Source: an optimization exercise on an open RTL-to-GDS flow (aim: small area and a short achievable clock period). Production flows keep margins and buffers that such runs may drop.
RTL that was checked went through simulation tests only; none was proved equivalent to the original.
Power and IR drop assume default switching activity.

Setup of oak:
## mac_demo
module mac_demo(input clk, input reset, input ena,
                input signed [15:0] k, input signed [15:0] x,
                output signed [31:0] acc_out);
Size in the first run: about 56 flip-flops, about 67 I/O pins, roughly 8200 um^2 of cells after synthesis.
Settings: LEC_CHECK=0, ABC_AREA=1, CAP_MARGIN=20, CORE_MARGIN=2, CORE_UTILIZATION=40, SETUP_SLACK_MARGIN=2.0, SLEW_MARGIN=20, SYNTH_HIERARCHICAL=1, SYNTH_MINIMUM_KEEP_SIZE=0; clock period 7.0 ns.
standard.sh (not shown) runs the stock make flow with config.mk's settings and CLKGATE_MAP_FILE= SYNTH_SCRIPT=/design/flow/synth_recipe.tcl, a recipe that flattens the netlist after the stock synthesis.
==> flow/flow/run.sh <==
#!/bin/bash
# The standard layout (the standard.sh, unchanged synthesis), except that
# the port buffers are plain buffers and the clock-delay buffer cells are not
# used anywhere. The make output goes to standard.log; ORFS keeps each step's
# log under orfs/logs/.
set -uo pipefail
export BUFFER_PORTS_ARGS="-buffer_cell sky130_fd_sc_hd__buf_2"
export DONT_USE_CELLS="sky130_fd_sc_hd__clkdlybuf4s15_1 sky130_fd_sc_hd__clkdlybuf4s15_2 sky130_fd_sc_hd__clkdlybuf4s18_1 sky130_fd_sc_hd__clkdlybuf4s18_2 sky130_fd_sc_hd__clkdlybuf4s25_1 sky130_fd_sc_hd__clkdlybuf4s25_2 sky130_fd_sc_hd__clkdlybuf4s50_1 sky130_fd_sc_hd__clkdlybuf4s50_2"
bash standard.sh > standard.log 2>&1
[inputs] maple vs oak
Settings: SETUP_SLACK_MARGIN now 2.5, was 2.0.
Results
Re placed cell area: oak and maple aren't equal, and the higher value belongs to maple.
Between oak and maple, the count of multi-input combinational gates does not differ in any meaningful way.
oak → maple: critical-path maximum fanout lower; share of final layout cell area taken by clock buffers and inverters has decreased.
Changes observed in maple relative to oak: hold slack now sits lower; final area now sits higher.
Post-detailed-placement half-perimeter wirelength (higher): oak
NOTE total number of vias oak->maple increased by a few percent
Taking oak as the reference, in maple count of non-filler cells in the finished layout rose by about 3.2%, combinational share of power climbed 1.8 points.
Function was not checked in any run of this note: the RTL went through the layout flow alone.


mac_demo, a different RTL version from the one above (not shown whole).
For scale: ~64 flip-flops, about 67 I/O pins, about 0.0083 mm2 of cells after synthesis.
export LEC_CHECK = 0
export ABC_AREA = 1
export CAP_MARGIN = 20
export CORE_MARGIN = 2
export CORE_UTILIZATION = 40
export SETUP_SLACK_MARGIN = 1.5
export SLEW_MARGIN = 20
export SYNTH_HIERARCHICAL = 1
export SYNTH_MINIMUM_KEEP_SIZE = 0
create_clock -name core_clock -period 7.0 [get_ports {clk}]
run.sh (not shown) runs the stock make flow with config.mk's settings and CLKGATE_MAP_FILE= SYNTH_SCRIPT=/design/flow/synth_recipe.tcl, a recipe that flattens the netlist after the stock synthesis.
Stock flow here: none of the scripts above is used.
The starting point finished clean.
Next try:
--- a/flow/config.mk
+++ b/flow/config.mk
@@ -11,3 +11,3 @@
 export CORE_UTILIZATION = 40
-export SETUP_SLACK_MARGIN = 1.5
+export SETUP_SLACK_MARGIN = 2.5
 export SLEW_MARGIN = 20
After rerunning: Setup slack improves by 690 ps. Hold slack degrades by 13 ps. Cell area increases by about a fifth. Global-route usage increases by 4.5 points. Sequential power stays flat. Routed wire length increases by a quarter to a third. Utilization increases by 10 points. Power increases by a little under a tenth. Maximum frequency increases by about a fifth.


mac_demo, a different RTL version from the one above (not shown whole).
Size: roughly 860 cells after synthesis, roughly 60 flip-flops.
==> flow/config.mk <==
export PLATFORM = sky130hd
export DESIGN_NAME = mac_demo
export DESIGN_NICKNAME = mac_demo
export VERILOG_FILES = /design/flow/design.v
export SDC_FILE = /design/flow/constraint.sdc
export NUM_CORES = 4
export LEC_CHECK = 0
export ABC_AREA = 1
export CAP_MARGIN = 20
export CORE_MARGIN = 2
export CORE_UTILIZATION = 40
export SETUP_SLACK_MARGIN = 2.2
export SLEW_MARGIN = 20
export SYNTH_HIERARCHICAL = 1
export SYNTH_MINIMUM_KEEP_SIZE = 0
==> flow/constraint.sdc <==
create_clock -name core_clock -period 7.0 [get_ports {clk}]
set_input_delay 1.4000 -clock core_clock [delete_from_list [all_inputs] [get_ports {clk}]]
set_output_delay 1.4000 -clock core_clock [all_outputs]
set_load 0.01 [all_outputs]
standard.sh (not shown) runs the stock make flow with config.mk's settings and CLKGATE_MAP_FILE= SYNTH_SCRIPT=/design/flow/synth_recipe.tcl, a recipe that flattens the netlist after the stock synthesis.
Scripts as last shown in full above: flow/flow/run.sh
The baseline finished clean.
==> next run, changes <==
--- a/flow/flow/run.sh
+++ b/flow/flow/run.sh
@@ -7 +7 @@
-export BUFFER_PORTS_ARGS="-buffer_cell sky130_fd_sc_hd__buf_2"
+export BUFFER_PORTS_ARGS="-buffer_cell sky130_fd_sc_hd__buf_1"
CTS_BUF_LIST = sky130_fd_sc_hd__clkbuf_4 sky130_fd_sc_hd__clkbuf_8   (was default)
SETUP_SLACK_MARGIN = 2.7   (was 2.2)
Core utilization rises by 1.7 points.
Flip-flop and latch count is unchanged.
Worst setup slack improved by 0.28 ns.
Count of clock-buffer cells in the layout fell by 1.
Power rises by 1.5%.
Design area rises by about 4%.
Sequential share of layout area drops by 0.49 points.
Global-route usage came out higher by 0.59 points.
Sequential power went up by about 2%.
Clock power falls by about 15%.
Worst hold slack got worse by 0.0046 ns.
==> next run, changes <==
--- a/flow/flow/run.sh
+++ b/flow/flow/run.sh
@@ -7 +7 @@
-export BUFFER_PORTS_ARGS="-buffer_cell sky130_fd_sc_hd__buf_1"
+export BUFFER_PORTS_ARGS="-buffer_cell sky130_fd_sc_hd__buf_2"
SETUP_SLACK_MARGIN = 2.5   (was 2.7)
Outcome:
- core utilization goes down by 1.8 points
- via count fell by 1.4%
- cell area decreases by 3.9%
- area after synthesis does not change
- power drops by 3.1%
- combinational power falls by about 2%
- wire length came out lower by 3.4%
- maximum frequency drops by 3.3%
- final cell count shrinks by 1.5%
- hold slack gets better by 0.042 ns
- critical path depth rose by 2
No functional check of the RTL was part of any run of this note.

==> what the ideal ports hide <==
The flow's constraints put no driver on any port. The routed layouts listed below were extracted and timed again, unchanged, in two steps. Step 1 (the two cells are an assumption about what drives the block):
set clk [get_ports {clk}]
set_driving_cell -lib_cell sky130_fd_sc_hd__clkbuf_16 $clk
set_driving_cell -lib_cell sky130_fd_sc_hd__buf_2 [delete_from_list [all_inputs] $clk]
Step 2 times the ports against the registers' clock, not the clock port: input delays grow and output delays shrink by t, the midpoint of the rising clock arrivals with the driver on. a / b / c = ideal / step 1 / step 2; a / b = the first two.
run | shift t [ns] | slack for setup (ns) | worst setup path after step 2 | slew at the worst register clock pin (ns)
oak | 0.354 | 2.175 / 2.196 / 1.842 | input to register | 0.09 / 0.09
maple | 0.354 | 2.471 / 2.419 / 2.064 | input to register | 0.09 / 0.09
the first run of note 2 | 0.379 | 1.667 / 1.685 / 1.307 | input to register | 0.06 / 0.06
the second run of note 2 | 0.397 | 2.360 / 2.385 / 1.989 | input to register | 0.06 / 0.06
the first run of note 3 | 0.384 | 2.506 / 2.525 / 2.142 | input to register | 0.06 / 0.06
the second run of note 3 | 0.415 | 2.784 / 2.798 / 2.383 | input to register | 0.08 / 0.08
the third run of note 3 | 0.405 | 2.641 / 2.647 / 2.252 | input to register | 0.08 / 0.08
After both steps setup and hold are still met in every run listed. The setup slack of maple, which loses most, moves by -0.052 ns with the drivers and by -0.407 ns with both steps.
